Background: an optimization exercise with open tools, aiming at small area, a short achievable clock period and few clock cycles per item. Do not read the settings as production practice.
Where RTL was checked, it was by simulation tests only, not by an equivalence proof against the original.
The RTL of runs 4 and 5 was laid out without a check of its function.
Power is estimated from default activity; no workload was simulated.

## flow/design.v

```verilog
`timescale 1ns / 1ps
module MedianFilter(
    input reset,
    input enable,
    input CLK,
    input Nxt_block_sig,
    input [7:0]height,
    input [7:0]width,
    input [8:0]data,
    output [8:0]data_out,
    output [15:0]index,
    output [7:0]addr_x0,
    output [7:0]addr_y0,
    output [7:0]gdata,
    output Gvector_sig,
    output reg swmv
    );
localparam IDLE = 2'd0, PEND = 2'd1, NUL = 2'd2, PRES = 2'd3;
localparam MA = 2'd0, MQ = 2'd1, MP = 2'd2, MX = 2'd3;
localparam SUR = 4'd0, SU = 4'd1, SD = 4'd2, SUL = 4'd3, SDL = 4'd4, SDR = 4'd5,
           SPF1 = 4'd6, SPF2 = 4'd7, SFIN = 4'd8;
reg [1:0]  st;
reg        Gv;
reg        gvo;         
reg [1:0]  md;
reg [1:0]  pc;          
reg [3:0]  nsq;         
reg [7:0]  ox, oy;      
reg        xf, xl, yf, yl;    
reg        xla, yla, w1;      
reg [15:0] na;
reg [15:0] ix;
reg [7:0]  gd;
reg [8:0]  dreg;        
reg [8:0]  xb;          
reg        dv;          
reg        t1, td;      
reg        eu;          
reg        needu;       
reg [7:0]  s0, s1, s2, s3;
reg [3:0]  m;
reg [7:0]  blo;         
reg        bneg, bcin;  
assign index       = ix;
assign addr_x0     = ox;
assign addr_y0     = oy;
assign gdata       = gd;
assign data_out    = {1'b0, gd};
assign Gvector_sig = gvo;
function [8:0] add8;
  input [7:0] a, b;
  input       c;
  reg [7:0] g, p, gg, pp, g2, p2;
  reg [8:0] cc;
  integer i;
  begin
    g = a & b; p = a ^ b;
    gg = g; pp = p;
    for (i = 1; i < 8; i = i + 1) begin g2[i] = gg[i] | (pp[i] & gg[i-1]); p2[i] = pp[i] & pp[i-1]; end
    g2[0] = gg[0]; p2[0] = pp[0]; gg = g2; pp = p2;
    for (i = 2; i < 8; i = i + 1) begin g2[i] = gg[i] | (pp[i] & gg[i-2]); p2[i] = pp[i] & pp[i-2]; end
    gg = g2; pp = p2;
    for (i = 4; i < 8; i = i + 1) begin g2[i] = gg[i] | (pp[i] & gg[i-4]); p2[i] = pp[i] & pp[i-4]; end
    gg = g2; pp = p2;
    cc[0] = c;
    for (i = 0; i < 8; i = i + 1) cc[i+1] = gg[i] | (pp[i] & c);
    add8 = {cc[8], p ^ cc[7:0]};
  end
endfunction
function [7:0] inc8;
  input [7:0] a;
  integer i;
  reg [7:0] c;
  begin
    c[0] = 1'b1;
    for (i = 1; i < 8; i = i + 1) c[i] = &(a | ~((8'd1 << i) - 8'd1));
    inc8 = a ^ c;
  end
endfunction
function [7:0] dec8;
  input [7:0] a;
  integer i;
  reg [7:0] c;
  begin
    c[0] = 1'b1;
    for (i = 1; i < 8; i = i + 1) c[i] = ~|(a & ((8'd1 << i) - 8'd1));
    dec8 = a ^ c;
  end
endfunction
wire [7:0] oxi = inc8(ox);
wire [7:0] oyi = inc8(oy);
wire [7:0] wr  = width;
wire [7:0] wm1 = dec8(width);
wire xl_a = xl ? w1 : xla;
wire yf_a = xl ? 1'b0 : yf;
wire yl_a = xl ? yla : yl;
wire pres   = Gv;    
wire isnul  = (st == NUL);
wire ispend = (st == PEND);
wire hxf = pres ? xl   : xf;
wire hxl = pres ? xl_a : xl;
wire hyf = pres ? yf_a : yf;
wire hyl = pres ? yl_a : yl;
function [3:0] next_slot;
  input [3:0] s;
  input fxf, fxl, fyf, fyl, fnu;
  reg [5:0] v;
  begin
    v[SU]  = ~fyf & fnu;
    v[SD]  = ~fyl;
    v[SUL] = ~fyf & ~fxf;
    v[SDL] = ~fyl & ~fxf;
    v[SDR] = ~fyl & ~fxl;
    if      (s == SPF1) next_slot = SPF2;
    else if (s == SPF2) next_slot = SFIN;
    else if (s < SU  && v[SU])  next_slot = SU;
    else if (s < SD  && v[SD])  next_slot = SD;
    else if (s < SUL && v[SUL]) next_slot = SUL;
    else if (s < SDL && v[SDL]) next_slot = SDL;
    else if (s < SDR && v[SDR]) next_slot = SDR;
    else next_slot = SPF1;
  end
endfunction
localparam [5:0] OP_U = 6'b110001, OP_UP = 6'b111001;
function [5:0] slot_op;
  input [3:0] s;
  case (s)
    SUR:  slot_op = OP_UP;        
    SU:   slot_op = OP_U;         
    SD:   slot_op = 6'b010000;    
    SUL:  slot_op = 6'b110000;    
    SDL:  slot_op = 6'b011000;    
    SDR:  slot_op = 6'b010001;    
    SPF1: slot_op = 6'b000011;    
    SPF2: slot_op = 6'b000101;    
    default: slot_op = 6'b000000;  
  endcase
endfunction
wire [3:0] nsq_x = next_slot(isnul ? nsq : SUR, hxf, hxl, hyf, hyl,
                             isnul ? needu : ~eu);
wire [5:0] op_s  = slot_op(nsq_x);
wire [7:0] nhi  = na[15:8];
wire [7:0] nhii = inc8(nhi);
wire [7:0] nhid = dec8(nhi);
wire [8:0]  mlo   = add8(na[7:0], blo, bcin);
wire [7:0]  mhi   = bneg ? (mlo[8] ? nhi : nhid) : (mlo[8] ? nhii : nhi);
wire [15:0] amain = {mhi, mlo[7:0]};
wire [1:0]  sk   = ispend ? pc + 2'd1 : (md == MX) ? 2'd0 : 2'd3;
wire [8:0]  slo  = add8(na[7:0], {6'd0, sk}, 1'b0);
wire [15:0] astr = {slo[8] ? nhii : nhi, slo[7:0]};
wire [7:0]  ilo = inc8(na[7:0]);
wire [15:0] nai = {(&na[7:0]) ? nhii : nhi, ilo};
wire hp = ~hxf;   
reg  [3:0] zh;    
always @(*)
  case ({hyf, hyl, hxf, hxl})
    4'b0000: zh = 4'd0;
    4'b0001: zh = 4'd3;
    4'b0010: zh = 4'd3;
    4'b0011: zh = 4'd6;
    4'b0100: zh = 4'd3;
    4'b0101: zh = 4'd5;
    4'b0110: zh = 4'd5;
    4'b0111: zh = 4'd7;
    4'b1000: zh = 4'd3;
    4'b1001: zh = 4'd5;
    4'b1010: zh = 4'd5;
    4'b1011: zh = 4'd7;
    4'b1100: zh = 4'd6;
    4'b1101: zh = 4'd7;
    4'b1110: zh = 4'd7;
    default: zh = 4'd8;
  endcase
wire [7:0] iv  = dreg[7:0];
wire       ivp = dv & ~dreg[8];
wire lt0 = ivp & (iv < s0);
wire lt1 = ivp & (iv < s1);
wire lt2 = ivp & (iv < s2);
wire lt3 = ivp & (iv < s3);
wire [7:0] n0 = lt0 ? iv : s0;
wire [7:0] n1 = lt1 ? (lt0 ? s0 : iv) : s1;
wire [7:0] n2 = lt2 ? (lt1 ? s1 : iv) : s2;
wire [7:0] n3 = lt3 ? (lt2 ? s2 : iv) : s3;
wire [3:0] nm = m + {3'd0, ivp};
wire [3:0] mm1 = m - 4'd1;
wire [1:0] jj  = ivp ? m[2:1] : mm1[2:1];
wire       mz  = ~ivp & (m == 4'd0);
reg  [7:0] med;
always @(*) begin
  if (mz) med = 8'd0;
  else
    case (jj)
      2'd0: med = n0;
      2'd1: med = n1;
      2'd2: med = n2;
      default: med = n3;
    endcase
end
wire fin  = isnul && (nsq == SFIN);
wire last = xl & yl;
wire ack  = Nxt_block_sig;
wire d8   = data[8];                      
wire [8:0] hc = (md == MP) ? xb : dreg;
wire       p2 = ispend && (pc == 2'd2);
wire ent_p  = p2 && dreg[8];
wire ent_r  = !last && md != MX && hc[8];
wire take_p = p2 && !dreg[8];
wire take_r = !last && md != MX && !hc[8];
wire erl_p  = ispend && (pc == 2'd1);
wire erl_d  = take_r && md == MA;
wire erl_q  = take_r && ((md == MQ && xb[8]) || (md == MP && dreg[8]));
wire s_am, s_na, s_as, s_one, s_os;
late_sel u_sel (.ack(ack), .d8(d8), .pres(pres),
  .ent_r(ent_r), .erl_d(erl_d), .erl_q(erl_q), .last(last),
  .slot_o(ent_p | (isnul & ~fin)), .am_o(isnul | ent_p), .erl_p(erl_p),
  .one_o((st == IDLE) & enable & ~reset), .idle(st == IDLE),
  .s_am(s_am), .s_na(s_na), .s_as(s_as), .s_one(s_one), .s_os(s_os));
wire [5:0] op_x = s_os ? op_s :
                  (((st == IDLE) || (ispend && pc == 2'd0)) ? OP_U : OP_UP);
wire [15:0] ix_x = ({16{s_am}} & amain) | ({16{s_na}} & na) | ({16{s_as}} & astr) |
                   {15'd0, s_one};
always @(posedge CLK or posedge reset) begin
  if (reset) begin
    st <= IDLE; Gv <= 1'b0; gvo <= 1'b0; swmv <= 1'b0;
  end else if (pres) begin
    swmv <= 1'b0;
    if (ack) begin
      if (last) begin st <= IDLE; Gv <= 1'b0; gvo <= 1'b0; end
      else if (md == MX) begin st <= PEND; Gv <= 1'b0; gvo <= 1'b0; end
      else if (hc[8]) begin st <= NUL; Gv <= 1'b0; gvo <= 1'b0; end
    end
  end else begin
    case (st)
      IDLE: if (enable) st <= PEND;
      PEND:
        if (pc == 2'd2) begin
          if (!dreg[8]) begin st <= PRES; Gv <= 1'b1; gvo <= 1'b1; end
          else st <= NUL;
        end
      NUL:
        if (fin) begin st <= PRES; Gv <= 1'b1; gvo <= 1'b1; swmv <= 1'b1; end
      default: ;
    endcase
  end
end
always @(posedge CLK) begin
  bneg <= op_x[5];
  blo  <= op_x[4] ? ((op_x[3] ? wm1 : wr) ^ {8{op_x[5]}}) : {6'd0, op_x[2:1]};
  bcin <= op_x[0];
  ix   <= ix_x;
  if (pres) begin
    if (ack && md == MQ)      dreg <= xb;
    else if (!(ack && md == MP)) dreg <= data;
    if (ack && ent_r && md == MA) xb <= data;
    else if (ack && ent_r && md == MP) xb <= dreg;
    else if (ack && take_r && md == MP) xb <= data;
    dv <= ack ? (ent_r ? ~xl_a : td) : td;
    td <= ack ? ((ent_r & eu) ? ~yf_a : t1) : t1;
    t1 <= ack & ((ent_r & ~hyf & ~hxl) | erl_q | (erl_d & d8));
    eu <= ack & (erl_q | (erl_d & d8));
  end else begin
    dreg <= data;
    if (ent_p) xb <= data;
    dv <= ent_p ? ~xl : td;
    td <= (ent_p & eu) ? ~yf : t1;
    t1 <= ent_p ? (~yf & ~xl) : (erl_p & d8) | (isnul & (nsq < SPF1));
    eu <= erl_p & d8;
  end
  if (isnul) begin
    s0 <= n0; s1 <= n1; s2 <= n2; s3 <= n3; m <= nm;
  end else begin
    s0 <= (zh > 4'd0) ? 8'h00 : hp ? gd : 8'hFF;
    s1 <= (zh > 4'd1) ? 8'h00 : (hp && zh == 4'd1) ? gd : 8'hFF;
    s2 <= (zh > 4'd2) ? 8'h00 : (hp && zh == 4'd2) ? gd : 8'hFF;
    s3 <= (zh > 4'd3) ? 8'h00 : (hp && zh == 4'd3) ? gd : 8'hFF;
    m  <= zh + {3'd0, hp};
  end
  if (pres) begin
    if (ack) begin
      if (!last) begin
        ox <= xl ? 8'd1 : oxi;
        if (xl) oy <= oyi;
        xf <= xl; xl <= xl_a; yf <= yf_a; yl <= yl_a;
        xla <= xl ? (width == 8'd2) : (oxi == wm1);
        if (xl) yla <= (inc8(oyi) == height);
      end
      if (ent_r) begin
        needu <= ~eu;
        nsq <= nsq_x;
      end
      if (take_r) begin
        gd <= hc[7:0]; na <= nai;
        md <= (md == MP) ? MQ : MA;
      end
    end else
      md <= MX;
  end else
    case (st)
      IDLE: begin
        ox <= 8'd1; oy <= 8'd1; na <= 16'd0;
        xf <= 1'b1; yf <= 1'b1;
        xl <= (width == 8'd1); yl <= (height == 8'd1);
        w1 <= (width == 8'd1); xla <= (width == 8'd2); yla <= (height == 8'd2);
        pc <= 2'd1;
      end
      PEND: begin
        if (pc != 2'd2) pc <= pc + 2'd1;
        if (take_p) begin
          md <= MA; gd <= dreg[7:0]; na <= nai;
        end
        if (ent_p) begin
          needu <= ~eu;
          nsq <= nsq_x;
        end
      end
      NUL: begin
        nsq <= nsq_x;
        if (fin) begin
          md <= MP; gd <= med; na <= nai;
        end
      end
      default: ;
    endcase
  if (pres && ack && md == MX) pc <= 2'd0;
end
endmodule
module late_sel (
    input  ack, d8, pres,
    input  ent_r, erl_d, erl_q, last,              
    input  slot_o, am_o, erl_p, one_o, idle,       
    output s_am, s_na, s_as, s_one, s_os
    );
wire a = pres & ack;
wire o = ~pres;
assign s_am  = (a & (ent_r | erl_q | (erl_d & d8))) | (o & (am_o | (erl_p & d8)));
assign s_na  = pres & ~ack;
assign s_one = o & one_o;
assign s_as  = (a & ~last & ~s_am) | (o & ~idle & ~s_am);
assign s_os  = (a & ent_r) | (o & slot_o);
endmodule
```

## flow/flow/run.sh

```bash
#!/bin/bash
set -euo pipefail
bash standard.sh "BUFFER_PORTS_ARGS=-buffer_cell sky130_fd_sc_hd__buf_2" SETUP_SLACK_MARGIN=7.4 finish > standard_flow.log 2>&1
```

## flow/standard.sh

```bash
#!/bin/bash
# synth_recipe.tcl (not shown) runs the flow's synth.tcl, then flattens the netlist and writes it again
# the make line also repeats each setting of config.mk as NAME=value (left out here)
make -C /OpenROAD-flow-scripts/flow DESIGN_CONFIG=/design/flow/config.mk WORK_HOME=/design/flow/orfs CLKGATE_MAP_FILE= SYNTH_SCRIPT=/design/flow/synth_recipe.tcl "${@:-finish}"
```

## flow/config.mk

```make
export PLATFORM = sky130hd
export DESIGN_NAME = MedianFilter
export DESIGN_NICKNAME = MedianFilter
export VERILOG_FILES = /design/flow/design.v
export SDC_FILE = /design/flow/constraint.sdc
export NUM_CORES = 4
export LEC_CHECK = 0
export CAP_MARGIN = 20
export CORE_MARGIN = 2
export CORE_UTILIZATION = 60
export CTS_BUF_LIST = sky130_fd_sc_hd__clkbuf_8
export CTS_CLUSTER_DIAMETER = 100
export CTS_CLUSTER_SIZE = 40
export PLACE_DENSITY = 0.7
export SLEW_MARGIN = 20
export SYNTH_HIERARCHICAL = 1
export SYNTH_MINIMUM_KEEP_SIZE = 0
```

## flow/constraint.sdc

```tcl
create_clock -name core_clock -period 11.0 [get_ports {CLK}]
set_input_delay 2.2000 -clock core_clock [delete_from_list [all_inputs] [get_ports {CLK}]]
set_output_delay 2.2000 -clock core_clock [all_outputs]
set_load 0.01 [all_outputs]
```

==> results of run 1 <==
==> worst min path at each step <==
stage,from,to,slack [ps],cells after the start
floorplan,eu,needu,460,1
global placement,gvo,gvo,460,1
global route,gvo,gvo,500,1
CTS,gvo,gvo,490,1
detailed placement,gvo,gvo,460,1
finish,gvo,gvo,490,1
==> stage by stage <==
| step | cells | power (mW) | setup WS, ps | area, sq um |
|---|---|---|---|---|
| finish | 1485 | 3.31 | 7480 | 11100 |
| global route | 1485 | 3.58 | 7390 | 11100 |
| CTS | 1482 | 3.27 | 7460 | 11100 |
| detailed placement | 1450 | 2.87 | 6860 | 10700 |
| global placement | 1450 | 2.83 | 6940 | 10700 |
| floorplan | 1198 | 2.38 | 7210 | 10300 |
==> synth_stat cells, types with 3 or more instances <==
| library cell | n | share of area (%) |
|---|---|---|
| dfrtp_1 | 5 | 1.2 |
| o22ai_1 | 19 | 1.2 |
| a21oi_2 | 4 | 0.34 |
| o32a_1 | 3 | 0.29 |
| a211oi_1 | 9 | 0.66 |
| ha_1 | 76 | 9.2 |
| a21oi_1 | 76 | 3.7 |
| mux2i_1 | 12 | 1.2 |
| and3_1 | 15 | 0.91 |
| a211o_1 | 5 | 0.43 |
| o31ai_1 | 11 | 0.80 |
| nor2_1 | 119 | 4.3 |
| o221ai_1 | 4 | 0.34 |
| nor3b_1 | 3 | 0.22 |
| mux2_2 | 16 | 1.8 |
| and2_1 | 19 | 1.2 |
| nand4_1 | 7 | 0.43 |
| a21o_1 | 7 | 0.51 |
| nor2b_1 | 17 | 1.0 |
| nand2_1 | 134 | 4.9 |
| buf_2 | 11 | 0.54 |
| o21ai_0 | 56 | 2.7 |
| edfxtp_1 | 72 | 21 |
| or3_1 | 7 | 0.43 |
| xor2_1 | 24 | 2.0 |
| nor3_1 | 23 | 1.1 |
| a31oi_1 | 5 | 0.30 |
| or4_1 | 6 | 0.44 |
| buf_4 | 14 | 1.0 |
| inv_1 | 82 | 3.0 |
| xnor2_1 | 41 | 3.5 |
| nand3_1 | 40 | 1.9 |
| buf_6 | 4 | 0.44 |
| nand2b_1 | 11 | 0.67 |
| a22oi_1 | 7 | 0.51 |
| clkbuf_1 | 25 | 0.91 |
| dfxtp_1 | 68 | 13 |
| o21a_1 | 7 | 0.51 |
| o211ai_1 | 20 | 1.5 |
| a2111o_1 | 5 | 0.55 |
| o211a_1 | 4 | 0.39 |
| o21ai_1 | 30 | 1.5 |
| nor4_1 | 4 | 0.24 |
| a41oi_1 | 6 | 0.51 |
==> modules after synthesis (local to each module, per instance) <==
module        area [sq um]  copies in the design
MedianFilter         10200                     1
late_sel              71.3                     1
==> registers in the layout, summed over array words and instances (netlist names), 8 cells and up <==
signal / cells
s0: 8
xb: 9
s3: 8
dreg: 9
na: 16
oy: 8
blo: 8
s1: 8
gd: 8
ox: 8
ix: 16
s2: 8
==> metal layers <==
layer | track usage [%] | share of wire [%] | wire length [microns]
met5 | 0 | 0 | 0
met2 | 45.9 | 45 | 11800
met1 | 42.9 | 46 | 12100
met4 | 7.47 | 1.6 | 417
met3 | 5.86 | 7.9 | 2100
==> cell families after synthesis <==
kind of cell	after synthesis	synth area share, %
buffers and inverters	139	6.01
other	1	0.0365
and+or+nand+nor	423	19.4
AOI/OAI and AO/OA	315	20.3
DFF	145	35.5
xor gates and xnor gates	65	5.53
adders and majority gates	79	9.73
muxes	31	3.50
==> area by class of cell <==
class / instances / area (sq um)
multi-input cells: 914 / 6060
fillers: 1456 / 5570
flip-flops and latches: 145 / 3650
repair buffers: 90 / 484
inverters: 84 / 320
well taps: 220 / 275
clock buffers: 18 / 248
clock inverters: 14 / 101
==> report_power, final <==
group	switching, mW	internal (mW)
clock network	0.210	0.180
registers	0.215	0.838
logic	1.13	0.734
==> repair_timing <==
action	in CTS	in global routing
buffers inserted	0	3
setup endpoints to repair	22	36
pin swaps	0	2
gates cloned	0	0
resized for setup	6	6
==> summary.md, run 1 <==
| Metric | Value |
|---|---|
| Status | timing/DRC/antenna clean |
| Crit-path cells | buf_2 |
| Htree depth | 4 |
| Syn Nets | 1305 |
| Total wire length | 26.5 mm |
| Data required time of the critical path | 8800 ps |
| Crit. End Element | output port |
| Leakage | 4.59 nW |
| CP endpoint | gdata[4] |
| Final Wtd Congestion | 0.892 |
| Critical path type | reg2out |
| Main synth FF type | edfxtp_1 |
| # clock sinks | 145 |
| Fmax | 284 MHz |
| Yosys cell types | 93 |
| Worst reg2reg startpoint | Gv |
| Largest net degree at the start of global routing | 56 |
| Number of antenna violations at the first check in global routing | 0 |
| Synthesized netlist cell count | 1198 |
| Worst Hold Margin | 489 ps |
| Rel. slew slack | 34.4% |
| Number of cells on the critical path | 1 |
| Reg2Reg Setup Slack | 7630 ps |
| Clock transition at path regs | 80 ps |
| Final setup TNS | 0 ps |
| Crit path max-delay family | flip-flops |
| Critical path buffer and inverter count | 1 |
| Min-Delay Path Class | reg2reg |
| Post-Synthesis Cell Area | 0.0103 sq mm |
| Peak VDD IR | 136 uV |
| DIE AREA | 0.0182 sq mm |
| # hold bufs at CTS | 0 |
| CP Launch Type | flip-flop |
| CP max-delay cell | edfxtp_1 |
| DRT iter0 DRCs | 870 |
| CTS tree | built |
| Vias/cell | 6.07 |
| Starting Density | 61.6% |
| First-pass GRT wire length | 42.9 mm |
| Critical Path Fanout Max | 6 |
| Vias in the first global route | 8332 |
| Post-synth ARST share | 3.45% |
| Synth Area per Inst | 8.59 sq um |
| Die Y | 135 microns |
| Fin nets | 1359 |
| Clock latency (worst-skew pair) | 450 ps |
| Number of max-cap violations | 0 |
| Fin crit share | 32.0% |
| Skew final | 9.43 ps |
| FF+latch count, synth | 145 |
| Row cnt | 47 |
| Buffers on Ports | 78 |
| Setup violators final | 0 |
| IO Count | 80 |
| Clock Path Buffers | 2 |
| Die W | 135 microns |
| Share of cells above drive strength 1 | 13.7% |
| Worst Path Arrival | 1320 ps |
| Yosys warnings | 7 |
| Most frequent cells in the layout | 134 x nand2_1, 119 x nor2_1, 85 x inv_1 |
| DR WL/cell | 17.8 microns |
| Fin. max-slew vios | 0 |
| Total gr overflow | 0 |
| Pwr Density | 297 mW/mm^2 |
| Register area share after synthesis | 35.5% |
| Most common cell after layout, fill and taps aside | nand2_1 |
| Critical path startpoint | gd[4] |
| DP HPWL | 19.5 mm |
| Diodes inserted | 0 |
| Max incr delay on CP | 650 ps |
| Vias after detailed routing | 9018 |
| RSZ-0062 raised after global routing | no |
| CORE AREA | 0.0167 sq mm |
| Worst Tran Pin Value | 983 ps |
| Post-layout min period | 3520 ps |
| ANT nets after route | 0 |
| EDFF count, synth | 72 |
| Tot GR Track Use | 29.7% |
| Worst reg2reg path depth | 10 |
| # DRC | 0 |
| Num CTS Buffers | 17 |
| Pre-antenna DRT Iters | 6 |
| Final Core Density | 66.7% |
| Worst R2R End | s2[4] |
| Hold Vio Cnt, Final | 0 |
| Clk root buf | clkbuf_8 |
| Area Growth Syn to Fin | 8.25% |
Testbench counts, summed over its fixed seeds: cycles 13,213, blocks 5,411.
==> run 2: changes to the inputs <==
--- a/flow/config.mk
+++ b/flow/config.mk
@@ -7,11 +7,11 @@
 export LEC_CHECK = 0
 export CAP_MARGIN = 20
 export CORE_MARGIN = 2
-export CORE_UTILIZATION = 60
+export CORE_UTILIZATION = 75
 export CTS_BUF_LIST = sky130_fd_sc_hd__clkbuf_8
 export CTS_CLUSTER_DIAMETER = 100
 export CTS_CLUSTER_SIZE = 40
-export PLACE_DENSITY = 0.7
+export PLACE_DENSITY = 0.85
 export SLEW_MARGIN = 20
 export SYNTH_HIERARCHICAL = 1
 export SYNTH_MINIMUM_KEEP_SIZE = 0
==> run 2 against run 1 <==
Effect of this change: global-route usage is 7.4 points higher; still clean; non-clock buffer count shrank 1; setup slack improved by 4.2 ps; via count grew 4.0%; critical endpoint is now ix[14]; critical path type is now in2reg; maximum frequency grew 0.12%; combinational power barely moved.
==> summary.md, run 2 <==
| Metric | Value |
|---|---|
| Crit-path cells | buf_2, a211oi_1, o22ai_1, buf_4, clkinvlp_4, nor2_1, a2111oi_0, o22ai_1 |
| Tot GR Track Use | 37.1% (+7.4 points) |
| Share of cells above drive strength 1 | 13.6% (-0.068 points) |
| Largest net degree at the start of global routing | 56 (unchanged) |
| Crit path max-delay family | compound AO/OA/AOI/OAI gates |
| Biggest regs | ix x16, na x16 |
| DIE AREA | 0.0147 sq mm (-19%) |
| CP max-delay cell | a2111oi_0 |
| Post-synthesis simple-gate area fraction | 19.4% (unchanged) |
| Fin crit share | 32.0% (-0.038 points) |
| CTS tree | built |
| Data required time of the critical path | 11340 ps (+2540 ps) |
| Syn Nets | 1305 (unchanged) |
| Buffers on Ports | 78 (unchanged) |
| Clk root buf | clkbuf_8 |
| CP Launch Type | input port |
| Critical path buffer and inverter count | 3 (+2) |
| Yosys cell types | 93 (unchanged) |
| Worst Tran Pin Value | 990 ps (+7.17 ps) |
| Total wire length | 27.1 mm (+2.4%) |
| Clk pwr share | 12.9% (+1.1 points) |
| # fillers | 849 (-42%) |
| Final Core Density | 83.7% (+17 points) |
| Final setup TNS | 0 ps (unchanged) |
| Synth Area in XOR/XNOR | 5.53% (unchanged) |
| DR WL/cell | 18.8 microns (+5.6%) |
| Total gr overflow | 0 (unchanged) |
| Leakage | 4.60 nW (+0.38%) |
| Post-Synthesis Cell Area | 0.0103 sq mm (unchanged) |
| Routed wl met3 | 2.88 mm (+37%) |
| Hold Vio Cnt, Final | 0 (unchanged) |
| Status | timing/DRC/antenna clean |
| Diodes inserted | 0 (unchanged) |
| Fin. max-slew vios | 0 (unchanged) |
| Pwr Density | 303 mW/mm^2 (+2.0%) |
| Fmax | 284 MHz (+0.12%) |
| Max incr delay on CP | 420 ps (-230 ps) |
| Sequential group share of total power | 31.4% (-0.5 points) |
| Num CTS Buffers | 17 (unchanged) |
| Int Power | 1.79 mW (+2.3%) |
| Largest family of logic cells by synthesized area | compound AO/OA/AOI/OAI gates |
| Area Growth Syn to Fin | 8.14% |
| # DRC | 0 (unchanged) |
| Register area share after synthesis | 35.5% (unchanged) |
| Area share of the largest cell type after synthesis | 21.0% (unchanged) |
| First-pass GRT wire length | 42.7 mm (-0.42%) |
| Area contributors post-synth | edfxtp_1 21%, dfxtp_1 13%, ha_1 9.2% |
| Final Wtd Congestion | 0.979 (+9.8%) |
| Critical Path Fanout Max | 13 (+7) |
| Die W | 121 microns (-10%) |
| Post-layout min period | 3520 ps (-4.21 ps) |
| Register Area | 0.00365 sq mm (unchanged) |
| Clock transition at path regs | 80 ps (about the same) |
| Worst Path Arrival | 3860 ps (+2540 ps) |
| Net Sw Power | 1.58 mW (+1.5%) |
| Logic pwr share | 55.7% (-0.7 points) |
| Most frequent cells in the layout | 134 x nand2_1, 118 x nor2_1, 83 x inv_1 |
| DP HPWL | 19.3 mm (-1.0%) |
| Cell mode on critical path | o22ai_1 |
| Yosys warnings | 7 (unchanged) |
| Htree depth | 4 (unchanged) |
| Die Y | 121 microns (-10%) |
| IO Count | 80 (unchanged) |
| FF+latch count, synth | 145 (unchanged) |
| Rel. slew slack | 33.9% (-0.48 points) |
| EDFF count, synth | 72 (unchanged) |
| RSZ-0062 raised after global routing | no |
| Post-synth ARST share | 3.45% (unchanged) |
| Setup violators final | 0 (unchanged) |
| Complex-gate fraction of the synthesized area | 20.3% (unchanged) |
| Number of max-cap violations | 0 (unchanged) |
| Min-Delay Path Class | reg2reg |
| Synthesized netlist cell count | 1198 (unchanged) |
| Main synth FF type | edfxtp_1 |
| Cell taking the most area after synthesis | edfxtp_1 |
| Post-Synth Adder-Cell Area | 9.73% (unchanged) |
| Vias after detailed routing | 9378 (+4.0%) |
| Met2 wire len | 12.7 mm (+7.0%) |
| Fin nets | 1358 (-0.074%) |
| # hold bufs at CTS | 0 (unchanged) |
| # clock sinks | 145 (unchanged) |
| Post-route met1 wirelength | 10.9 mm (-10%) |
| Highest Signal Layer | met4 |
| Vias/cell | 6.51 (+7.2%) |
| Row cnt | 42 (-11%) |
| Skew final | 12.0 ps (+2.55 ps) |
| Pre-antenna DRT Iters | 6 (unchanged) |
| Clock latency (worst-skew pair) | 470 ps (+20 ps) |
| Post-synthesis mux area share | 3.50% (unchanged) |
| Vias in the first global route | 8697 (+4.4%) |
| Number of antenna violations at the first check in global routing | 0 (unchanged) |
| Clock Path Buffers | 2 (unchanged) |
| Crit. End Element | flip-flop |
| Synth Area per Inst | 8.59 sq um (unchanged) |
| ANT nets after route | 0 (unchanged) |
| Multi-input gate area | 0.00606 sq mm (+0.10%) |
| Sw Ratio | 46.8% (-0.19 points) |
| Peak VDD IR | 171 uV (+25%) |
| Count leader, synth | nand2_1 |
| DRT iter0 DRCs | 1081 (+24%) |
| CORE AREA | 0.0133 sq mm (-20%) |
| Most frequent cells after synthesis | 134 x nand2_1, 119 x nor2_1, 82 x inv_1, 76 x a21oi_1, 76 x ha_1 |
| Critical path type | in2reg |
| Starting Density | 77.4% (+16 points) |
| Most common cell after layout, fill and taps aside | nand2_1 |
run 2: area by class of cell:
| cell class | count | area share, % |
|---|---|---|
| clock buffers | 18 | 2.23 |
| repair buffers | 89 | 4.29 |
| clock inverters | 14 | 1.32 |
| multi-input cells | 914 | 54.5 |
| inverters | 84 | 2.88 |
| flip-flops and latches | 145 | 32.8 |
| well taps | 176 | 1.98 |
run 2: per-stage QoR:
stage | area, sq um | std cells | power [mW] | worst slack (ps) | hold slack, ps
floorplan | 10300 | 1198 | 2.38 | 7210 | 455
global route | 11100 | 1440 | 3.59 | 7410 | 527
detailed placement | 10700 | 1406 | 2.86 | 6880 | 476
finish | 11100 | 1440 | 3.37 | 7480 | 510
global placement | 10700 | 1406 | 2.79 | 6970 | 479
CTS | 11100 | 1438 | 3.31 | 7420 | 502
run 2: final timing paths:
path	cells past startpoint	slack (ps)	from	to
max	8	7480	data[8]	ix[14]
min	1	510	gvo	gvo
max reg2reg	9	7650	dreg[4]	gd[1]
min reg2reg	1	510	gvo	gvo
max in group asynchronous	2	9120	reset	gvo
min in group asynchronous	2	1670	reset	st[0]
run 2: routing by layer:
| metal | vias to the layer above | track usage (%) |
|---|---|---|
| met5 | - | 0 |
| met4 | 0 | 13.1 |
| met3 | 71 | 10.4 |
| met2 | 517 | 59.4 |
| met1 | 4387 | 48.3 |
| li1 | 4403 | - |
run 2: worst reg2reg max path, delay by kind of cell (launching register included):
kind | cells | cell delay, ps
AOI/OAI and AO/OA | 5 | 1470
adders and majority gates | 1 | 390
DFF | 1 | 570
muxes | 1 | 600
and+or+nand+nor | 2 | 190
run 2: power by group through the flow:
stage	registers [mW]	clock network [mW]	logic [mW]
3_3_place_gp	1.05	0	1.74
5_1_grt	1.08	0.454	2.06
6_report	1.06	0.435	1.88
4_1_cts	1.05	0.431	1.83
3_5_place_dp	1.06	0	1.80
2_1_floorplan	1.01	0	1.37
run 2: cell families after synthesis:
kind of cell / count (synthesis)
xor+xnor: 65
fa+ha+maj: 79
simple gates: 423
flops: 145
other cells: 1
mux: 31
buf+inv: 139
compound gates: 315
run 2: what timing repair did:
action / CTS / global route
resized for setup: 7 / 6
pin swaps: 0 / 1
hold endpoints to repair: 0 / 0
buffers inserted: 0 / 2
setup endpoints to repair: 27 / 17
run 2: modules after synthesis (local to each module, per instance):
module / cells / cell area [sq um] / copies in the design / flops+latches
MedianFilter: 1186 / 10200 / 1 / 145
late_sel: 12 / 71.3 / 1 / 0
==> run 3: changes to the inputs <==
==> flow/flow/run.sh (replaced) <==
#!/bin/bash
set -euo pipefail
bash standard.sh "BUFFER_PORTS_ARGS=-buffer_cell sky130_fd_sc_hd__buf_2" SETUP_SLACK_MARGIN=7.7 finish > standard_flow.log 2>&1
--- a/flow/config.mk
+++ b/flow/config.mk
@@ -7,11 +7,12 @@
 export LEC_CHECK = 0
 export CAP_MARGIN = 20
 export CORE_MARGIN = 2
-export CORE_UTILIZATION = 75
+export CORE_UTILIZATION = 60
 export CTS_BUF_LIST = sky130_fd_sc_hd__clkbuf_8
 export CTS_CLUSTER_DIAMETER = 100
 export CTS_CLUSTER_SIZE = 40
-export PLACE_DENSITY = 0.85
+export PLACE_DENSITY = 0.7
 export SLEW_MARGIN = 20
 export SYNTH_HIERARCHICAL = 1
 export SYNTH_MINIMUM_KEEP_SIZE = 0
+export TNS_END_PERCENT = 5
==> run 3 against run 2 <==
Effect of this change: still clean on timing, DRC and antenna; area after synthesis unchanged; sequential power about the same; final area increased by 1.6%; register-to-register slack improved by 90 ps; core utilization decreased by 16 points; clock-buffer cell count increased by 1; clock power decreased by 9.0%; combinational power about the same; clock skew increased by 1.6 ps; sequential cell count unchanged; critical endpoint is now data_out[6]; largest cell class unchanged.
==> summary.md, run 3 <==
| Metric | Value |
|---|---|
| Status | timing/DRC/antenna clean |
| Post-Synthesis Cell Area | 0.0103 sq mm (unchanged) |
| Diodes inserted | 0 (unchanged) |
| Crit path max-delay family | flip-flops |
| Final Wtd Congestion | 0.913 (-6.7%) |
| Number of max-cap violations | 0 (unchanged) |
| Post-synth ARST share | 3.45% (unchanged) |
| # fillers | 1443 (+70%) |
| Htree depth | 4 (unchanged) |
| Fmax | 292 MHz (+2.8%) |
| Worst reg2reg path depth | 9 (unchanged) |
| Vias after detailed routing | 9047 (-3.5%) |
| Yosys cell types | 93 (unchanged) |
| Critical path buffer and inverter count | 1 (-2) |
| Max incr delay on CP | 570 ps (+150 ps) |
| Biggest regs | ix x16, na x16 |
| Clock latency (worst-skew pair) | 450 ps (-20 ps) |
| CP max-delay cell | edfxtp_1 |
| Fin nets | 1365 (+0.52%) |
| Setup violators final | 0 (unchanged) |
| Leakage | 4.63 nW (+0.63%) |
| Most frequent cells in the layout | 133 x nand2_1, 117 x nor2_1, 84 x inv_1 |
| Post-layout min period | 3420 ps (-94.3 ps) |
| DRT iter0 DRCs | 760 (-30%) |
| Fin. max-slew vios | 0 (unchanged) |
| EDFF count, synth | 72 (unchanged) |
| Met1 Use GR | 42.3% (-6.0 points) |
| Area Growth Syn to Fin | 9.91% |
| Rel. slew slack | 35.7% (+1.7 points) |
| Critical path type | reg2out |
| ANT nets after route | 0 (unchanged) |
| Most frequent cells after synthesis | 134 x nand2_1, 119 x nor2_1, 82 x inv_1, 76 x a21oi_1, 76 x ha_1 |
| Crit. End Element | output port |
| Power, Total | 3.35 mW (-0.51%) |
| Number of cells on the critical path | 1 (-7) |
| Worst Hold Margin | 489 ps (-21.6 ps) |
| Largest net degree at the start of global routing | 50 (-11%) |
| Dpl cells | 1448 (+3.0%) |
| # DRC | 0 (unchanged) |
| Reg2Reg Setup Slack | 7740 ps (+90 ps) |
| Die Y | 135 microns (+11%) |
| Final Core Density | 67.7% (-16 points) |
| Met2 Use GR | 45.7% (-14 points) |
| Row cnt | 47 (+12%) |
| Area share of the largest cell type after synthesis | 21.0% (unchanged) |
| Clock transition at path regs | 80 ps (about the same) |
| DP HPWL | 19.4 mm (+0.40%) |
| CTS tree | built |
| Critical Path Fanout Max | 6 (-7) |
| Met3 Use GR | 5.41% (-5.0 points) |
| CP endpoint | data_out[6] |
| # clock sinks | 145 (unchanged) |
| FF+latch count, synth | 145 (unchanged) |
| Main synth FF type | edfxtp_1 |
| Crit-path cells | buf_2 |
| DIE AREA | 0.0182 sq mm (+24%) |
| Fin crit share | 31.1% (-0.86 points) |
| CORE AREA | 0.0167 sq mm (+26%) |
| First-pass GRT wire length | 42.8 mm (+0.16%) |
| Min-Delay Path Class | reg2reg |
| Worst Path Arrival | 1220 ps (-2640 ps) |
| Worst Tran Pin Value | 965 ps (-25.2 ps) |
| Syn Nets | 1305 (unchanged) |
| Skew final | 13.6 ps (+1.58 ps) |
| Final Instance Area | 0.0113 sq mm (+1.6%) |
| Synth Area per Inst | 8.59 sq um (unchanged) |
| Vias/cell | 6.07 (-6.8%) |
| Share of cells above drive strength 1 | 15.3% (+1.7 points) |
| Total gr overflow | 0 (unchanged) |
| Clk root buf | clkbuf_8 |
| Peak VDD IR | 129 uV (-24%) |
| CP Launch Type | flip-flop |
| Number of antenna violations at the first check in global routing | 0 (unchanged) |
| Final setup TNS | 0 ps (unchanged) |
| # hold bufs at CTS | 0 (unchanged) |
| Area contributors post-synth | edfxtp_1 21%, dfxtp_1 13%, ha_1 9.2% |
| Yosys warnings | 7 (unchanged) |
| Critical path startpoint | gd[6] |
| Count leader, synth | nand2_1 |
| Worst reg2reg startpoint | dreg[4] |
| Buffers on Ports | 78 (unchanged) |
| Busiest layer in global routing | met2 |
| Placed Instance Area | 0.0108 sq mm (+0.79%) |
| Worst setup slack after layout | 7580 ps (+94.3 ps) |
| Worst R2R End | gd[0] |
| Most common cell after layout, fill and taps aside | nand2_1 |
| Pwr Density | 296 mW/mm^2 (-2.1%) |
| IO Count | 80 (unchanged) |
| Register area share after synthesis | 35.5% (unchanged) |
| Cell taking the most area after synthesis | edfxtp_1 |
| Post-place setup slack | 6800 ps (-79.9 ps) |
| Total wire length | 26.2 mm (-3.2%) |
| DR WL/cell | 17.6 microns (-6.6%) |
| Num CTS Buffers | 17 (unchanged) |
| Tot GR Track Use | 29.4% (-7.7 points) |
| RSZ-0062 raised after global routing | yes |
| Hold Vio Cnt, Final | 0 (unchanged) |
| Pre-antenna DRT Iters | 5 (-1) |
| Die W | 135 microns (+11%) |
| Final cell count without fillers | 1491 (+3.5%) |
| Clock Path Buffers | 2 (unchanged) |
| Starting Density | 61.6% (-16 points) |
| Data required time of the critical path | 8800 ps (-2540 ps) |
| Synthesized netlist cell count | 1198 (unchanged) |
| Vias in the first global route | 8391 (-3.5%) |
[run 3: layer usage]
| metal | part of all wire (%) | vias up |
|---|---|---|
| met5 | 0 | - |
| met1 | 46 | 4288 |
| met3 | 7.4 | 40 |
| met2 | 45 | 320 |
| li1 | - | 4399 |
| met4 | 1.5 | 0 |
[run 3: layout make-up]
type	instances	area, sq um	share of cell area [%]
clock buffer	19	262	2.31
clock inverter	13	97.6	0.863
inverter	84	323	2.85
multi-input combinational	914	6170	54.6
sequential	145	3650	32.3
tap	220	275	2.43
timing repair buffer	96	528	4.67
[run 3: repair_timing]
| item | 4_1_cts | 5_1_grt |
|---|---|---|
| gates resized for setup | 5 | 23 |
| buffers inserted | 3 | 8 |
| gates cloned | 0 | 0 |
| endpoints found under the setup margin | 84 | 130 |
| pin swaps | 0 | 3 |
[run 3: cell families after synthesis]
group	synth area share [%]
AO/OA/AOI/OAI	20.3
XOR/XNOR	5.53
adder cells (fa/ha/maj)	9.73
buffers and inverters	6.01
flip-flops	35.5
multiplexers	3.50
other	0.0365
AND/OR/NAND/NOR	19.4
[run 3: per-module statistics from Yosys, one instance, submodules excluded]
| module | flops+latches | cells | cell area [sq um] | times used |
|---|---|---|---|---|
| MedianFilter | 145 | 1186 | 10200 | 1 |
| late_sel | 0 | 12 | 71.3 | 1 |
[run 3: power by group]
group / leakage, nW / switching (mW) / internal, mW
clock network: 0.197 / 0.209 / 0.187
registers: 1.30 / 0.217 / 0.839
logic: 3.13 / 1.14 / 0.759
total: 4.63 / 1.57 / 1.79
[run 3: how the worst min path moves through the flow]
stage,from,depth (start not counted),slack [ps],end
2_1_floorplan,eu,1,460,needu
3_3_place_gp,gvo,1,470,gvo
3_5_place_dp,gvo,1,460,gvo
4_1_cts,gvo,1,490,gvo
5_1_grt,gvo,1,510,gvo
6_report,gvo,1,490,gvo
==> run 4: changes to the inputs <==
--- a/flow/design.v
+++ b/flow/design.v
@@ -151,25 +151,27 @@
 wire [7:0]  ilo = inc8(na[7:0]);
 wire [15:0] nai = {(&na[7:0]) ? nhii : nhi, ilo};
 wire hp = ~hxf;   
-reg  [3:0] zh;    
+wire h_any = hyf | hyl | hxf | hxl;
+wire h_two = (hyf & hyl) | (hxf & hxl) | ((hyf | hyl) & (hxf | hxl));
+reg  [3:0] m_i;   
 always @(*)
   case ({hyf, hyl, hxf, hxl})
-    4'b0000: zh = 4'd0;
-    4'b0001: zh = 4'd3;
-    4'b0010: zh = 4'd3;
-    4'b0011: zh = 4'd6;
-    4'b0100: zh = 4'd3;
-    4'b0101: zh = 4'd5;
-    4'b0110: zh = 4'd5;
-    4'b0111: zh = 4'd7;
-    4'b1000: zh = 4'd3;
-    4'b1001: zh = 4'd5;
-    4'b1010: zh = 4'd5;
-    4'b1011: zh = 4'd7;
-    4'b1100: zh = 4'd6;
-    4'b1101: zh = 4'd7;
-    4'b1110: zh = 4'd7;
-    default: zh = 4'd8;
+    4'b0000: m_i = 4'd1;
+    4'b0001: m_i = 4'd4;
+    4'b0010: m_i = 4'd3;
+    4'b0011: m_i = 4'd6;
+    4'b0100: m_i = 4'd4;
+    4'b0101: m_i = 4'd6;
+    4'b0110: m_i = 4'd5;
+    4'b0111: m_i = 4'd7;
+    4'b1000: m_i = 4'd4;
+    4'b1001: m_i = 4'd6;
+    4'b1010: m_i = 4'd5;
+    4'b1011: m_i = 4'd7;
+    4'b1100: m_i = 4'd7;
+    4'b1101: m_i = 4'd8;
+    4'b1110: m_i = 4'd7;
+    default: m_i = 4'd8;
   endcase
 wire [7:0] iv  = dreg[7:0];
 wire       ivp = dv & ~dreg[8];
@@ -215,8 +217,11 @@
   .slot_o(ent_p | (isnul & ~fin)), .am_o(isnul | ent_p), .erl_p(erl_p),
   .one_o((st == IDLE) & enable & ~reset), .idle(st == IDLE),
   .s_am(s_am), .s_na(s_na), .s_as(s_as), .s_one(s_one), .s_os(s_os));
-wire [5:0] op_x = s_os ? op_s :
-                  (((st == IDLE) || (ispend && pc == 2'd0)) ? OP_U : OP_UP);
+wire [7:0] blo_s = op_s[4] ? ((op_s[3] ? wm1 : wr) ^ {8{op_s[5]}}) : {6'd0, op_s[2:1]};
+wire [7:0] blo_c = ((st == IDLE) || (ispend && pc == 2'd0)) ? ~wr : ~wm1;
+wire [7:0] blo_x = ({8{s_os}} & blo_s) | ({8{~s_os}} & blo_c);
+wire       bneg_x = s_os ? op_s[5] : 1'b1;
+wire       bcin_x = s_os ? op_s[0] : 1'b1;
 wire [15:0] ix_x = ({16{s_am}} & amain) | ({16{s_na}} & na) | ({16{s_as}} & astr) |
                    {15'd0, s_one};
 always @(posedge CLK or posedge reset) begin
@@ -243,10 +248,12 @@
     endcase
   end
 end
+wire [7:0] gd_x = (pres & ack & take_r) ? hc[7:0] : take_p ? dreg[7:0] : fin ? med : gd;
 always @(posedge CLK) begin
-  bneg <= op_x[5];
-  blo  <= op_x[4] ? ((op_x[3] ? wm1 : wr) ^ {8{op_x[5]}}) : {6'd0, op_x[2:1]};
-  bcin <= op_x[0];
+  gd   <= gd_x;
+  bneg <= bneg_x;
+  blo  <= blo_x;
+  bcin <= bcin_x;
   ix   <= ix_x;
   if (pres) begin
     if (ack && md == MQ)      dreg <= xb;
@@ -269,11 +276,11 @@
   if (isnul) begin
     s0 <= n0; s1 <= n1; s2 <= n2; s3 <= n3; m <= nm;
   end else begin
-    s0 <= (zh > 4'd0) ? 8'h00 : hp ? gd : 8'hFF;
-    s1 <= (zh > 4'd1) ? 8'h00 : (hp && zh == 4'd1) ? gd : 8'hFF;
-    s2 <= (zh > 4'd2) ? 8'h00 : (hp && zh == 4'd2) ? gd : 8'hFF;
-    s3 <= (zh > 4'd3) ? 8'h00 : (hp && zh == 4'd3) ? gd : 8'hFF;
-    m  <= zh + {3'd0, hp};
+    s0 <= h_any ? 8'h00 : gd;
+    s1 <= h_any ? 8'h00 : 8'hFF;
+    s2 <= h_any ? 8'h00 : 8'hFF;
+    s3 <= h_two ? 8'h00 : (h_any & hp) ? gd : 8'hFF;
+    m  <= m_i;
   end
   if (pres) begin
     if (ack) begin
@@ -289,7 +296,7 @@
         nsq <= nsq_x;
       end
       if (take_r) begin
-        gd <= hc[7:0]; na <= nai;
+        na <= nai;
         md <= (md == MP) ? MQ : MA;
       end
     end else
@@ -306,7 +313,7 @@
       PEND: begin
         if (pc != 2'd2) pc <= pc + 2'd1;
         if (take_p) begin
-          md <= MA; gd <= dreg[7:0]; na <= nai;
+          md <= MA; na <= nai;
         end
         if (ent_p) begin
           needu <= ~eu;
@@ -316,7 +323,7 @@
       NUL: begin
         nsq <= nsq_x;
         if (fin) begin
-          md <= MP; gd <= med; na <= nai;
+          md <= MP; na <= nai;
         end
       end
       default: ;
==> flow/flow/run.sh (replaced) <==
#!/bin/bash
set -euo pipefail
bash standard.sh "BUFFER_PORTS_ARGS=-buffer_cell sky130_fd_sc_hd__buf_4" SETUP_SLACK_MARGIN=7.4 finish > standard_flow.log 2>&1
--- a/flow/config.mk
+++ b/flow/config.mk
@@ -8,11 +8,9 @@
 export CAP_MARGIN = 20
 export CORE_MARGIN = 2
 export CORE_UTILIZATION = 60
-export CTS_BUF_LIST = sky130_fd_sc_hd__clkbuf_8
 export CTS_CLUSTER_DIAMETER = 100
 export CTS_CLUSTER_SIZE = 40
 export PLACE_DENSITY = 0.7
 export SLEW_MARGIN = 20
 export SYNTH_HIERARCHICAL = 1
 export SYNTH_MINIMUM_KEEP_SIZE = 0
-export TNS_END_PERCENT = 5
==> run 4 against run 3 <==
Effect of this change: combinational power is 11% lower; total power grew 1.1%; largest cell class unchanged; die area is 0.18% lower; final area is 3.9% higher; still clean on timing, DRC and antenna; clock power increased by 66%; area after synthesis shrank 0.18%; non-clock buffer count is 6 lower; critical endpoint is now blo[7]; worst hold slack improved by 17 ps; synthesized cell count is 3.1% lower; setup slack worse by 130 ps.
==> summary.md, run 4 <==
| Metric | Value |
|---|---|
| Buffers on Ports | 78 (unchanged) |
| Worst Tran Pin Value | 1080 ps (+112 ps) |
| Area Growth Syn to Fin | 14.4% |
| Pre-antenna DRT Iters | 6 (+1) |
| Most frequent cells after synthesis | 113 x nand2_1, 95 x nor2_1, 76 x inv_1, 73 x ha_1, 72 x edfxtp_1 |
| # clock sinks | 145 (unchanged) |
| Post-Synthesis Cell Area | 0.0103 sq mm (-0.18%) |
| Cell taking the most area after synthesis | edfxtp_1 |
| # hold bufs at CTS | 0 (unchanged) |
| Number of antenna violations at the first check in global routing | 0 (unchanged) |
| Worst reg2reg path depth | 7 (-2) |
| Dpl cells | 1401 (-3.2%) |
| Hold path start | eu |
| Fin. max-slew vios | 0 (unchanged) |
| DIE AREA | 0.0182 sq mm (-0.18%) |
| Final Instance Area | 0.0117 sq mm (+3.9%) |
| Register area share after synthesis | 35.5% (+0.065 points) |
| Clock latency (worst-skew pair) | 430 ps (-20 ps) |
| Total gr overflow | 0 (unchanged) |
| RSZ-0062 raised after global routing | yes |
| Worst Path Arrival | 3840 ps (+2620 ps) |
| Count leader, synth | nand2_1 |
| FF+latch count, synth | 145 (unchanged) |
| Post-layout min period | 3550 ps (+128 ps) |
| Final Wtd Congestion | 0.919 (+0.66%) |
| Leakage | 4.70 nW (+1.4%) |
| Row cnt | 47 (unchanged) |
| Data required time of the critical path | 11290 ps (+2490 ps) |
| Synthesized netlist cell count | 1161 (-3.1%) |
| Hold Vio Cnt, Final | 0 (unchanged) |
| Skew final | 10.3 ps (-3.29 ps) |
| Hold EP | needu |
| Fmax | 281 MHz (-3.6%) |
| Worst R2R End | gd[0] |
| ANT nets after route | 0 (unchanged) |
| First-pass GRT wire length | 43.1 mm (+0.79%) |
| Most frequent cells in the layout | 113 x nand2_1, 91 x nor2_1, 88 x buf_4 |
| Final cell count without fillers | 1438 (-3.6%) |
| Yosys warnings | 7 (unchanged) |
| DR WL/cell | 18.6 microns (+5.9%) |
| Number of max-cap violations | 0 (unchanged) |
| Setup violators final | 0 (unchanged) |
| Power, Total | 3.39 mW (+1.1%) |
| IO Count | 80 (unchanged) |
| Min-Delay Path Class | reg2reg |
| Vias after detailed routing | 8837 (-2.3%) |
| Fin nets | 1309 (-4.1%) |
| CP Launch Type | input port |
| Die Y | 135 microns (about the same) |
| Area share of the largest cell type after synthesis | 21.1% (+0.038 points) |
| Diodes inserted | 0 (unchanged) |
| Placed Instance Area | 0.0109 sq mm (+1.5%) |
| Vias in the first global route | 8434 (+0.51%) |
| CORE AREA | 0.0166 sq mm (-0.35%) |
| Worst setup slack after layout | 7450 ps (-128 ps) |
| Critical Path Fanout Max | 3 (-3) |
| Largest net degree at the start of global routing | 33 (-34%) |
| Crit. End Element | flip-flop |
| Final setup TNS | 0 ps (unchanged) |
| Critical path type | in2reg |
| Main synth FF type | edfxtp_1 |
| Post-synth ARST share | 3.45% (unchanged) |
| Synth Area per Inst | 8.84 sq um (+3.0%) |
| Share of cells above drive strength 1 | 15.7% (+0.34 points) |
| Total wire length | 26.8 mm (+2.1%) |
| Yosys cell types | 78 (-16%) |
| CTS tree | built |
| Rel. slew slack | 28.0% (-7.7 points) |
| Biggest regs | ix x16, na x16 |
| Vias/cell | 6.15 (+1.3%) |
| Hold Path Cell Cnt | 1 (unchanged) |
| Post-place setup slack | 6450 ps (-343 ps) |
| Syn Nets | 1265 (-3.1%) |
| Status | timing/DRC/antenna clean |
| Area contributors post-synth | edfxtp_1 21%, dfxtp_1 13%, ha_1 8.9% |
| Clk root buf | clkbuf_16 |
| Peak VDD IR | 204 uV (+58%) |
| Worst Hold Margin | 506 ps (+16.9 ps) |
| DRT iter0 DRCs | 784 (+3.2%) |
| Starting Density | 61.7% (+0.10 points) |
| Clock Path Buffers | 2 (unchanged) |
| Clock transition at path regs | 60 ps (-20 ps) |
| Fin crit share | 32.3% (+1.2 points) |
| Htree depth | 4 (unchanged) |
| Pwr Density | 288 mW/mm^2 (-2.7%) |
| DP HPWL | 19.1 mm (-1.2%) |
| EDFF count, synth | 72 (unchanged) |
| Reg2Reg Setup Slack | 7650 ps (-90 ps) |
| # DRC | 0 (unchanged) |
| Die W | 135 microns (about the same) |
| Tot GR Track Use | 30.1% (+0.67 points) |
| Num CTS Buffers | 17 (unchanged) |
| Worst reg2reg startpoint | dreg[5] |
| Most common cell after layout, fill and taps aside | nand2_1 |
| Final Core Density | 70.6% (+2.9 points) |
## run 4: layer usage
metal	global-route usage, %	routed length (microns)	up-vias
li1	-	-	4278
met1	39.5	11800	4152
met2	49.9	12500	346
met3	5.26	1790	61
met4	11.2	659	0
met5	0	0	-
## run 4: modules after synthesis (local to each module, per instance)
module,flip-flops and latches,times used,cells inside,area (sq um)
late_sel,0,1,12,71.3
MedianFilter,145,1,1149,10200
## run 4: power by group
| group | switching (mW) | internal [mW] | leakage, nW |
|---|---|---|---|
| combinational | 0.982 | 0.708 | 3.08 |
| sequential | 0.218 | 0.823 | 1.30 |
| clock | 0.229 | 0.427 | 0.319 |
## run 4: cell type report
class | instances | area, sq um
Multi-Input combinational cell | 873 | 6130
Fill cell | 1305 | 4900
Sequential cell | 145 | 3650
Timing Repair Buffer | 90 | 701
Clock buffer | 25 | 529
Inverter | 78 | 319
Tap cell | 220 | 275
Clock inverter | 7 | 144
## run 4: cells by family (layout without fill, tap and decap cells)
family | Yosys count | after routing | share of synthesized area (%)
fa+ha+maj | 78 | 78 | 9.58
flops | 145 | 145 | 35.5
xor+xnor | 65 | 65 | 5.54
buf+inv | 143 | 200 | 5.96
compound gates | 289 | 289 | 18.8
other cells | 1 | 1 | 0.0365
mux | 68 | 68 | 7.10
simple gates | 372 | 372 | 17.4
## run 4: timing repair
action	4_1_cts	5_1_grt
setup buffers	1	4
resized for setup	6	20
setup endpoints to repair	22	37
pin swaps	0	5
## run 4: worst max-delay path, cell delays in order
cell and delay, ps:
buf_12 110, inv_12 40, ha_4 110, and3_4 170
or3b_1 340, or3_4 400, a22o_1 220, xor2_1 140
o22ai_1 80
## run 4: worst max-delay path by stage
| stage | startpoint | end | slack (ps) | depth (start not counted) |
|---|---|---|---|---|
| 5_1_grt | width[1] | blo[7] | 7400 | 9 |
| 6_report | width[1] | blo[7] | 7450 | 9 |
| 3_3_place_gp | data[8] | ix[15] | 6520 | 9 |
| 4_1_cts | data[8] | ix[15] | 7410 | 9 |
| 2_1_floorplan | width[1] | blo[7] | 7150 | 9 |
| 3_5_place_dp | data[8] | ix[15] | 6450 | 9 |
==> run 5: changes to the inputs <==
--- a/flow/design.v
+++ b/flow/design.v
@@ -31,6 +31,7 @@
 reg [15:0] na;
 reg [15:0] ix;
 reg [7:0]  gd;
+reg [7:0]  gdo;         
 reg [8:0]  dreg;        
 reg [8:0]  xb;          
 reg        dv;          
@@ -44,8 +45,8 @@
 assign index       = ix;
 assign addr_x0     = ox;
 assign addr_y0     = oy;
-assign gdata       = gd;
-assign data_out    = {1'b0, gd};
+assign gdata       = gdo;
+assign data_out    = {1'b0, gdo};
 assign Gvector_sig = gvo;
 function [8:0] add8;
   input [7:0] a, b;
@@ -251,6 +252,7 @@
 wire [7:0] gd_x = (pres & ack & take_r) ? hc[7:0] : take_p ? dreg[7:0] : fin ? med : gd;
 always @(posedge CLK) begin
   gd   <= gd_x;
+  gdo  <= isnul ? med : gd_x;
   bneg <= bneg_x;
   blo  <= blo_x;
   bcin <= bcin_x;
==> run 5 against run 4 <==
Effect of this change: non-clock buffer count is the same; die area increased by 6.7%; global-route usage hardly changed; clock power down 11%; clock-buffer cell count unchanged; sequential share of layout area decreased by 0.68 points; setup slack better by 98 ps; critical path type unchanged; highest routed layer unchanged.
==> summary.md, run 5 <==
| Metric | Value |
|---|---|
| Clock transition at path regs | 60 ps (about the same) |
| Post-layout min period | 3450 ps (-98.2 ps) |
| Worst R2R End | gdo[6] |
| RSZ-0062 raised after global routing | no |
| Final setup TNS | 0 ps (unchanged) |
| Fmax | 289 MHz (+2.8%) |
| Total gr overflow | 0 (unchanged) |
| Die Y | 139 microns (+3.3%) |
| Reg2Reg Setup Slack | 7560 ps (-90 ps) |
| Clock Path Buffers | 2 (unchanged) |
| Main synth FF type | dfxtp_1 |
| CP Launch Type | input port |
| Leakage | 4.91 nW (+4.7%) |
| Cell taking the most area after synthesis | edfxtp_1 |
| Hold Path Cell Cnt | 2 (+1) |
| Post-place setup slack | 6810 ps (+354 ps) |
| Post-synth ARST share | 3.27% (-0.18 points) |
| # DRC | 0 (unchanged) |
| Fin crit share | 31.4% (-0.89 points) |
| Area contributors post-synth | edfxtp_1 17%, dfxtp_1 15%, ha_1 8.3% |
| Worst Path Arrival | 3530 ps (-310 ps) |
| Largest net degree at the start of global routing | 57 (+73%) |
| Fin. max-slew vios | 0 (unchanged) |
| Peak VDD IR | 178 uV (-13%) |
| Synth Area per Inst | 8.50 sq um (-3.9%) |
| FF+latch count, synth | 153 (+5.5%) |
| Hold Vio Cnt, Final | 0 (unchanged) |
| Clock latency (worst-skew pair) | 430 ps (about the same) |
| Dpl cells | 1533 (+9.4%) |
| ANT nets after route | 0 (unchanged) |
| IO Count | 80 (unchanged) |
| Data required time of the critical path | 11070 ps (-220 ps) |
| CORE AREA | 0.0180 sq mm (+7.9%) |
| Worst Tran Pin Value | 1000 ps (-74.6 ps) |
| DP HPWL | 21.3 mm (+11%) |
| Hold path start | t1 |
| Number of antenna violations at the first check in global routing | 0 (unchanged) |
| Buffers on Ports | 78 (unchanged) |
| Tot GR Track Use | 30.1% (about the same) |
| Yosys cell types | 81 (+3.8%) |
| Final Core Density | 68.3% (-2.3 points) |
| Final Instance Area | 0.0123 sq mm (+4.5%) |
| Die W | 139 microns (+3.3%) |
| Critical path type | in2reg |
| Starting Density | 61.1% (-0.56 points) |
| Most frequent cells after synthesis | 101 x nor2_1, 98 x nand2_1, 93 x a21oi_1, 85 x inv_1, 84 x dfxtp_1 |
| Htree depth | 4 (unchanged) |
| Rel. slew slack | 33.0% (+5.0 points) |
| Most frequent cells in the layout | 100 x nor2_1, 97 x nand2_1, 92 x a21oi_1 |
| # clock sinks | 153 (+5.5%) |
| Vias after detailed routing | 9787 (+11%) |
| DR WL/cell | 18.6 microns (+0.17%) |
| Diodes inserted | 0 (unchanged) |
| Post-Synthesis Cell Area | 0.0110 sq mm (+7.0%) |
| Row cnt | 49 (+4.3%) |
| Placed Instance Area | 0.0116 sq mm (+6.5%) |
| Worst reg2reg startpoint | dreg[6] |
| Area Growth Syn to Fin | 11.7% |
| Yosys warnings | 7 (unchanged) |
| Min-Delay Path Class | reg2reg |
| Area share of the largest cell type after synthesis | 17.5% (-3.6 points) |
| CTS tree | built |
| Worst Hold Margin | 492 ps (-13.1 ps) |
| Status | timing/DRC/antenna clean |
| # fillers | 1547 (+19%) |
| Pwr Density | 306 mW/mm^2 (+6.1%) |
| Share of cells above drive strength 1 | 13.4% (-2.2 points) |
| Power, Total | 3.76 mW (+11%) |
| DIE AREA | 0.0194 sq mm (+6.7%) |
| Setup violators final | 0 (unchanged) |
| Num CTS Buffers | 17 (unchanged) |
| Syn Nets | 1396 (+10%) |
| Final cell count without fillers | 1568 (+9.0%) |
| EDFF count, synth | 64 (-11%) |
| Skew final | 9.60 ps (-0.665 ps) |
| Pre-antenna DRT Iters | 6 (unchanged) |
| Clk root buf | clkbuf_16 |
| Worst setup slack after layout | 7550 ps (+98.2 ps) |
| Vias in the first global route | 9082 (+7.7%) |
| Most common cell after layout, fill and taps aside | nor2_1 |
| Hold EP | td |
| Register area share after synthesis | 33.9% (-1.6 points) |
| DRT iter0 DRCs | 927 (+18%) |
| Worst reg2reg path depth | 8 (+1) |
| Critical Path Fanout Max | 14 (+11) |
| Fin nets | 1430 (+9.2%) |
| Total wire length | 29.2 mm (+9.2%) |
| Crit. End Element | flip-flop |
| Synthesized netlist cell count | 1292 (+11%) |
| Number of max-cap violations | 0 (unchanged) |
| Vias/cell | 6.24 (+1.6%) |
| Final Wtd Congestion | 0.911 (-0.94%) |
| First-pass GRT wire length | 47.3 mm (+9.6%) |
| Biggest regs | ix x16, na x16 |
| Count leader, synth | nor2_1 |
-- run 5: per-layer routing --
| layer | global-route usage [%] | part of all wire, % | vias to the layer above |
|---|---|---|---|
| met2 | 46.9 | 45 | 378 |
| met5 | 0 | 0 | - |
| met4 | 9.89 | 2.8 | 0 |
| li1 | - | - | 4767 |
| met1 | 42.4 | 45 | 4578 |
| met3 | 5.82 | 6.8 | 64 |
-- run 5: layout make-up --
type	instances	area, sq um	area share (%)
clock buffer	25	528	4.30
clock inverter	7	61.3	0.500
inverter	88	334	2.72
multi-input combinational	975	6640	54.1
sequential	153	3730	30.4
tap	229	287	2.33
timing repair buffer	90	692	5.64
timing repair inverter	1	5.00	0.0408
-- run 5: worst max path at each step --
stage                        from     end  slack, ps  depth (start not counted)
finish              Nxt_block_sig     yla       7550                          5
detailed placement  Nxt_block_sig  na[11]       6810                          4
CTS                       dreg[7]  gdo[6]       7430                          8
global route        Nxt_block_sig  ix[13]       7410                          8
floorplan           Nxt_block_sig   na[0]       7420                          5
global placement    Nxt_block_sig  na[11]       6870                          4
-- run 5: worst max-delay path: stages --
cell,delay [ps]
buf_4,140
and2_1,260
nand2_1,160
nand2b_2,290
and2_1,470
-- run 5: kinds of logic after synthesis --
| group | share of synthesized area [%] |
|---|---|
| compound gates | 23.6 |
| simple gates | 16.9 |
| mux | 6.04 |
| other cells | 0.0341 |
| fa+ha+maj | 8.77 |
| buf+inv | 6.24 |
| xor+xnor | 4.47 |
| flops | 33.9 |
-- run 5: what timing repair did --
item                                    4_1_cts  5_1_grt
endpoints found under the setup margin       34       25
setup buffers                                 1        0
cloned                                        1        1
pin swaps                                     1        1
resized for setup                             3        6
hold buffers                                  0        0
-- run 5: power by group --
part | switching [mW] | leakage (nW) | internal (mW) | total, mW
Combinational | 1.26 | 3.27 | 0.831 | 2.09
Clock | 0.229 | 0.289 | 0.355 | 0.584
Sequential | 0.228 | 1.36 | 0.858 | 1.09
-- run 5: per-module statistics from Yosys (local to each module, per instance) --
module	flip-flops and latches	cells inside	copies in the design
late_sel	0	12	1
MedianFilter	153	1280	1

[separate check: timing with driven ports]
The flow's constraints put no driver on any port. The routed layouts listed below were extracted and timed again, unchanged, in two steps. Step 1 (the two cells are an assumption about what drives the block):
set clk [get_ports {CLK}]
set_driving_cell -lib_cell sky130_fd_sc_hd__clkbuf_16 $clk
set_driving_cell -lib_cell sky130_fd_sc_hd__buf_2 [delete_from_list [all_inputs] $clk]
Step 2, shift: input delay + t, output delay - t, t = (earliest + latest rising clock arrival at the registers) / 2. This alone moves slack from input paths to output paths. a / b / c = no drivers / after step 1 / after step 2; a / b = the first two.
run | shift t [ns] | setup WS [ns] | hold slack, ns | worst slew at a driven data input, ns | cell pins on the clock port's net
run 1 | 0.484 | 7.477 / 7.435 / 7.046 | 0.489 / 0.489 / 0.489 | 0.04 | 1
run 2 | 0.500 | 7.481 / 7.490 / 6.990 | 0.510 / 0.510 / 0.510 | 0.05 | 1
run 3 | 0.490 | 7.575 / 7.533 / 7.119 | 0.489 / 0.489 / 0.489 | 0.04 | 1
run 4 | 0.475 | 7.447 / 7.444 / 6.969 | 0.506 / 0.506 / 0.506 | 0.06 | 1
run 5 | 0.467 | 7.546 / 7.556 / 7.089 | 0.492 / 0.492 / 0.492 | 0.04 | 1
After both steps setup and hold are still met in every run listed. For run 2, which loses most, drivers alone change the setup slack by +0.009 ns; drivers and shift together by -0.491 ns.
